From an optimization exercise on the open Yosys and OpenROAD flow, aimed at small area, a short achievable clock period and few clock cycles; shortcuts taken in it are not production practice. Function was checked by simulation only, so behaviour that the tests miss may differ from the original. Power figures rest on the tool's default switching activity, not on a simulated workload.

==> flow/design.v (excerpt) <==
module queue_mac_controller #(parameter data_size= 8, out_data_size= 24, img_address_size = 14, weight_address_size = 8,out_address_size = 17,img_size = 128) (
    input clk,
    input rst,
    input start,
    input [data_size-1:0] img_data,
    input [data_size-1:0] weight_data,
    output [img_address_size -1:0] img_address,
    output [weight_address_size-1:0] weight_address,
    output img_data_ena,
    output weight_data_ena,
    output reg done,
    output reg data_validity,
    output reg [out_address_size-1:0] out_address,
    output [out_data_size-1:0] out_data
    );
clock: 9.0 ns
lec_check: 0
cap_margin: 20
core_margin: 2
core_utilization: 55
setup_slack_margin: 5
slew_margin: 20
run.sh (not shown) runs the stock make flow with config.mk's settings and CLKGATE_MAP_FILE= SYNTH_SCRIPT=/design/flow/synth_recipe.tcl, a recipe that flattens the netlist after the stock synthesis.
Testbench counts at the start, summed over its fixed seeds: cycles 762,368.
Edit:
--- a/flow/design.v
+++ b/flow/design.v
@@ -220,15 +220,15 @@
     always @(*) begin
         busy_n = busy; wld_n = wld; iss_n = iss; q_n = q;
         ph_n = last_ph ? 3'd0 : ph + 3'd1;
         c_n = c; r_n = r; ra_n = ra;
         if (begin_img) begin
             busy_n = 1'b1; wld_n = 1'b1; iss_n = 1'b0; q_n = 2'd0; ph_n = 3'd0;
             c_n = 7'd0; r_n = 7'd0; ra_n = 7'd0;
-        end else if (done) begin
+        end else if (f_last[5]) begin
             busy_n = 1'b0; wld_n = 1'b0; iss_n = 1'b0;
         end else if (busy) begin
             if (last_ph) q_n = q + 2'd1;
             if (wld && last_ph && q == 2'd3) begin
                 wld_n = 1'b0;
                 iss_n = 1'b1;
             end
@@ -262,15 +262,15 @@
         if (rst) begin
             go   <= 1'b0;
             busy <= 1'b0;
             wld  <= 1'b0;
             iss  <= 1'b0;
             wena <= 1'b0;
         end else begin
-            go   <= start & ~go & (~busy | done);
+            go   <= start & ~go & ~busy;
             busy <= busy_n;
             wld  <= wld_n;
             iss  <= iss_n;
             wena <= (wld_n | iss_n) & (ph_n != 3'd0);
         end
         q  <= q_n;
         ph <= ph_n;
@@ -280,70 +280,70 @@
         waddr_q <= waddr;
     end
     assign img_address     = {ra, c};
     assign img_data_ena    = iss;
     assign weight_address  = {3'b000, waddr_q};
     assign weight_data_ena = wena;
     reg [2:0] f_zero, f_wld;             
-    reg [3:0] f_first;                   
     reg [5:0] f_col, f_last;             
     reg [6:0] f_cend;                    
-    reg       out_b;
+    reg       out_a, out_b;                
     always @(posedge clk) begin
         if (rst) begin
             f_zero  <= 3'd0;
             f_wld   <= 3'd0;
-            f_first <= 4'd0;
             f_col   <= 6'd0;
             f_last  <= 6'd0;
             f_cend  <= 7'd0;
+            out_a   <= 1'b0;
             out_b   <= 1'b0;
             data_validity <= 1'b0;
             done    <= 1'b0;
         end else begin
             f_zero  <= {f_zero[1:0],  busy & (ph == 3'd0)};
             f_wld   <= {f_wld[1:0],   wld};
-            f_first <= {f_first[2:0], iss & (ph == 3'd1)};
             f_col   <= {f_col[4:0],   iss & last_ph & (c >= 7'd4)};
             f_last  <= {f_last[4:0],  iss & iss_end};
             f_cend  <= {f_cend[5:0],  iss & last_ph & last_c};
+            out_a   <= f_col[4];
             out_b   <= f_col[5];
             data_validity <= f_col[4] | f_col[5];
             done    <= f_last[5];
         end
     end
-    reg [7:0] pix, pixd, pixdd, wt, wtd;
+    reg [7:0] pix, pixd, pixdd, wt;
     reg [9:0] npd, npdd;
     always @(posedge clk) begin
         pix   <= img_data;
         pixd  <= pix;
         pixdd <= pixd;
         npd   <= ~{2'b00, pix} + 10'd1;
         npdd  <= npd;
         wt    <= f_zero[1] ? 8'd0 : weight_data;
-        wtd   <= wt;
     end
     reg [31:0] wr0, wr1, wr2, wr3, wr4, wr5;
     always @(posedge clk) begin
         wr0 <= wr1;
         wr1 <= wr2;
         wr2 <= wr3;
         wr3 <= wr4;
         wr4 <= wr5;
         wr5 <= f_wld[2] ? {wr0[23:0], wt} : wr0;
     end
-    wire [39:0] wrow = {wtd, wr5};
-    wire [79:0] sel;                
+    wire [39:0] wrow = {wt, wr0};
+    wire [79:0] sel_n;              
+    reg  [79:0] sel;
     genvar gb, gj;
     generate for (gb = 0; gb < 5; gb = gb + 1) begin : g_w
         wire [8:0] wx = {wrow[8*gb+7:8*gb], 1'b0};
         for (gj = 0; gj < 4; gj = gj + 1) begin : g_d
-            booth_digit bd (.t(wx[2*gj+2:2*gj]), .sel(sel[16*gb+4*gj+3:16*gb+4*gj]));
+            booth_digit bd (.t(wx[2*gj+2:2*gj]), .sel(sel_n[16*gb+4*gj+3:16*gb+4*gj]));
         end
     end endgenerate
+    always @(posedge clk) sel <= sel_n;
     localparam [20:0] START_A = 21'd835072;    
     localparam [20:0] START_B = 21'd791552;    
     wire shift = f_col[4];       
     reg  [20:0] as [0:4], ac [0:4], bs [0:4], bc [0:4];
     wire [20:0] as_n [0:4], ac_n [0:4], bs_n [0:4], bc_n [0:4];
     integer k;
     reg  [2:0] jca [0:4], jcb [0:4];
@@ -390,14 +390,14 @@
         end
     end
     reg [20:0] res;
     always @(posedge clk) res <= as[4] + ac[4];
     assign out_data = {{3{res[20]}}, res};
     always @(posedge clk) begin
         if (rst || !busy || begin_img) out_address <= 0;
-        else if (data_validity) begin
+        else if (out_a | out_b) begin
             if (!out_b)                    out_address <= out_address + 17'd124;
             else if (f_cend[6])            out_address <= out_address + 17'd1;
             else                           out_address <= out_address - 17'd123;
         end
     end
 endmodule
Effect:
- combinational power shrinks by 8.5%
- count of clock-buffer cells in the layout grows by 17
- first-iteration DRC count shrinks by 1.0%
- routed wire length shrinks by 6.4%
- fmax grows by 3.6%
- setup slack improved by 0.13 ns
- clock skew grows by 0.037 ns
- area after synthesis shrinks by 1.6%
Testbench counts after the change, summed over its fixed seeds: cycles 762,368.

-- separate check: timing with driven ports --
The results above use ideal ports. As a check the final layouts listed here were re-extracted and re-timed, cells and wires unchanged.
Step 1 sets driving cells, clkbuf_16 on the clock port and buf_2 on the other inputs (assumed; they add their load-dependent delay and slew).
Step 2 also shifts input and output timing later by t, the mid clock arrival at the registers, as if the neighbouring blocks saw the same clock.
Slacks: no drivers / after step 1 / after step 2; pairs: no drivers / after step 1.
run	t (ns)	slack for setup (ns)	worst slew at a driven data input, ns
the first run	0.722	5.246 / 5.176 / 4.670	0.04
the second run	0.736	5.376 / 5.307 / 5.324	0.03
After both steps every run listed still meets setup and hold. The setup slack of the first run, which loses most, moves by -0.070 ns with the drivers and by -0.576 ns with both steps.
